This design comes from an exercise in tuning for small area on the open sky130 flow, not from production work. The RTL was checked by simulation tests, not by an equivalence proof against the original design.

## MX_MAC_hybrid_BPE
module MX_MAC_hybrid_BPE #(
	parameter M_out_width = 16
)
(
	input  logic        clk_i,
	input  logic        rstn,
	input  logic [7:0]  a_mant0,
	input  logic [7:0]  a_mant1,
	input  logic [7:0]  a_mant2,
	input  logic [7:0]  a_mant3,
	input  logic [7:0]  b_mant0,
	input  logic [7:0]  b_mant1,
	input  logic [7:0]  b_mant2,
	input  logic [7:0]  b_mant3,
	input  logic [9:0]  a_exp_in0,
	input  logic [9:0]  a_exp_in1,
	input  logic [9:0]  a_exp_in2,
	input  logic [9:0]  a_exp_in3,
	input  logic [9:0]  b_exp_in0,
	input  logic [9:0]  b_exp_in1,
	input  logic [9:0]  b_exp_in2,
	input  logic [9:0]  b_exp_in3,
	input  logic [3:0]  a_sign_in0,
	input  logic [3:0]  a_sign_in1,
	input  logic [3:0]  a_sign_in2,
	input  logic [3:0]  a_sign_in3,
	input  logic [3:0]  b_sign_in0,
	input  logic [3:0]  b_sign_in1,
	input  logic [3:0]  b_sign_in2,
	input  logic [3:0]  b_sign_in3,
	input  logic [1:0]  prec_mode,
  ...
For scale: ~3200 cells after synthesis, roughly 25 flip-flops, roughly 220 I/O pins.
clock: 30.0 ns
lec_check: 0
abc_area: 1
cap_margin: 20
core_margin: 2
core_utilization: 65
slew_margin: 20
standard.sh (not shown) runs the stock make flow with config.mk's settings and CLKGATE_MAP_FILE= SYNTH_SCRIPT=/design/flow/synth_recipe.tcl, a recipe that flattens the netlist after the stock synthesis.
==> flow/flow/run.sh <==
#!/bin/bash
# Standard layout (standard.sh) with these changes to how it is made:
#  - ABC's area script replaced by flow/abc_area.script (choice computation
#    and area-oriented mapping); synthesis is otherwise unchanged;
#  - no full/half-adder cell extraction before ABC (ADDER_MAP_FILE empty);
#  - port buffers made from the smallest buffer cell.
set -e
rm -rf scripts_mod
cp -r "$FLOW_HOME/scripts" scripts_mod
cp flow/abc_area.script scripts_mod/abc_area.script
export SCRIPTS_DIR="$PWD/scripts_mod"
export ADDER_MAP_FILE=
export BUFFER_PORTS_ARGS="-buffer_cell sky130_fd_sc_hd__buf_1"
bash standard.sh > standard.log 2>&1
==> flow/flow/abc_area.script <==
strash
&get -n
&dch -f
&nf -R 1000 -p
&st
&dch -f
&nf -R 1000 -p
&put
topo
stime -c
buffer -c
upsize -c
dnsize -c
Next try:
==> flow/flow/run.sh (replaced) <==
#!/bin/bash
# Standard layout (standard.sh) with two changes to how it is made:
#  - ABC's area script replaced by flow/abc_area.script (choice computation
#    and area-oriented mapping); synthesis is otherwise unchanged;
#  - port buffers made from the smallest buffer cell.
set -e
rm -rf scripts_mod
cp -r "$FLOW_HOME/scripts" scripts_mod
cp flow/abc_area.script scripts_mod/abc_area.script
export SCRIPTS_DIR="$PWD/scripts_mod"
export BUFFER_PORTS_ARGS="-buffer_cell sky130_fd_sc_hd__buf_1"
bash standard.sh > standard.log 2>&1
==> flow/flow/abc_area.script (replaced) <==
strash
dch -f
map -a -B 0.9
topo
stime -c
buffer -c
upsize -c
dnsize -c
CORE_UTILIZATION = 40   (was 65)
After rerunning: The new run finished with timing, DRC and antenna clean; setup slack is better by 0.35 ns; cell area goes up by 6.4%; routed wire length increases by 2.5%; first-iteration DRC count falls by 26%; sequential share of layout area falls by 0.18 points; non-clock buffer count goes down by 18; cell count went up by 16%; register-to-register slack gains 1.7 ns.
Next try:
==> flow/flow/run.sh (replaced) <==
#!/bin/bash
# Standard layout (standard.sh) with these changes to how it is made:
#  - ABC's area script replaced by flow/abc_area.script (choice computation
#    and area-oriented mapping); synthesis is otherwise unchanged;
#  - no full/half-adder cell extraction before ABC (ADDER_MAP_FILE empty);
#  - port buffers made from the smallest buffer cell.
set -e
rm -rf scripts_mod
cp -r "$FLOW_HOME/scripts" scripts_mod
cp flow/abc_area.script scripts_mod/abc_area.script
export SCRIPTS_DIR="$PWD/scripts_mod"
export ADDER_MAP_FILE=
export BUFFER_PORTS_ARGS="-buffer_cell sky130_fd_sc_hd__buf_1"
bash standard.sh > standard.log 2>&1
==> flow/flow/abc_area.script (replaced) <==
strash
&get -n
&dch -f
&nf -R 1000 -p
&st
&dch -f
&nf -R 1000 -p
&put
topo
stime -c
buffer -c
upsize -c
dnsize -c
After rerunning:
- non-clock buffer count climbs by 28
- via count drops by a few percent
- routed wire length drops by a few percent
- clock skew hardly moves
- die area drops by a few percent
- worst setup slack degrades by 0.081 ns
- register-to-register slack degrades by 1.5 ns
- cell count drops by a little under a tenth
- first-iteration DRC count drops by roughly a tenth
Next try:
==> flow/flow/abc_area.script (replaced) <==
strash
&get -n
&dch -f
&nf -R 60 -p
&st
&dch -f
&nf -R 60 -p
&put
topo
stime -c
What happened: The new run finished with timing, DRC and antenna clean. First-iteration DRC count rose by 9.5%. Routed wire length rose by 0.70%. Die area fell by 4.3%.
Next try:
==> flow/flow/run.sh (replaced) <==
#!/bin/bash
# Standard layout (standard.sh) with two changes to how it is made:
#  - ABC's area script replaced by flow/abc_area.script (choice computation
#    and area-oriented mapping); synthesis is otherwise unchanged;
#  - port buffers made from the smallest buffer cell.
set -e
rm -rf scripts_mod
cp -r "$FLOW_HOME/scripts" scripts_mod
cp flow/abc_area.script scripts_mod/abc_area.script
export SCRIPTS_DIR="$PWD/scripts_mod"
export BUFFER_PORTS_ARGS="-buffer_cell sky130_fd_sc_hd__buf_1"
bash standard.sh > standard.log 2>&1
==> flow/flow/abc_area.script (replaced) <==
strash
&get -n
&dch -f
&nf -R 1000 -p
&st
&dch -f
&nf -R 1000 -p
&put
topo
stime -c
buffer -c
upsize -c
dnsize -c
=> The changed run passed the timing, design-rule and antenna checks; setup slack gets better by 0.20 ns; count of clock-buffer cells in the layout stays the same; wire length rose by 5.2%.
Next try:
--- a/flow/flow/run.sh
+++ b/flow/flow/run.sh
@@ -3,4 +3,5 @@
 #  - ABC's area script replaced by flow/abc_area.script (choice computation
 #    and area-oriented mapping); synthesis is otherwise unchanged;
+#  - no full/half-adder cell extraction before ABC (ADDER_MAP_FILE empty);
 #  - port buffers made from the smallest buffer cell.
 set -e
@@ -9,4 +10,5 @@
 cp flow/abc_area.script scripts_mod/abc_area.script
 export SCRIPTS_DIR="$PWD/scripts_mod"
+export ADDER_MAP_FILE=
 export BUFFER_PORTS_ARGS="-buffer_cell sky130_fd_sc_hd__buf_1"
 bash standard.sh > standard.log 2>&1
The new run produced a clean layout.
Count of clock-buffer cells in the layout stays the same.
Critical path depth fell by 2.
Fmax goes up by 0.88%.
Worst setup slack gains 0.25 ns.
Cell count grows by 6.6%.
Final area falls by 2.1%.
Global-route usage decreases by 1.4 points.
Die area decreases by 1.2%.

-- static timing again, ports no longer ideal --
Ports are ideal in the flow. The routed layouts listed here were re-timed in OpenROAD. Step 1: set_driving_cell puts a clkbuf_16 on clk_i and a buf_2 on each other input, an assumption about the parent block. Step 2 times the ports against the registers' clock, not the clock port: input delays grow and output delays shrink by t, the midpoint of the rising clock arrivals with the driver on. Three values: no drivers, after step 1, after step 2; two values: the first two.
run	t, ns	slack for setup (ns)	hold slack, ns	worst setup path at the end	cell pins on the clock port's net
the first run	0.291	1.610 / 1.616 / 1.325	0.610 / 0.610 / 0.610	input to register	1
the second run	0.297	1.964 / 1.974 / 1.677	0.617 / 0.617 / 0.617	input to register	1
the third run	0.294	1.883 / 1.886 / 1.592	0.605 / 0.605 / 0.605	input to register	1
the fourth run	0.284	1.440 / 1.448 / 1.163	0.620 / 0.620 / 0.620	input to register	1
the fifth run	0.292	1.636 / 1.643 / 1.351	0.581 / 0.581 / 0.581	input to register	1
the sixth run	0.294	1.883 / 1.886 / 1.592	0.605 / 0.605 / 0.605	input to register	1
After both steps every run listed still meets setup and hold.
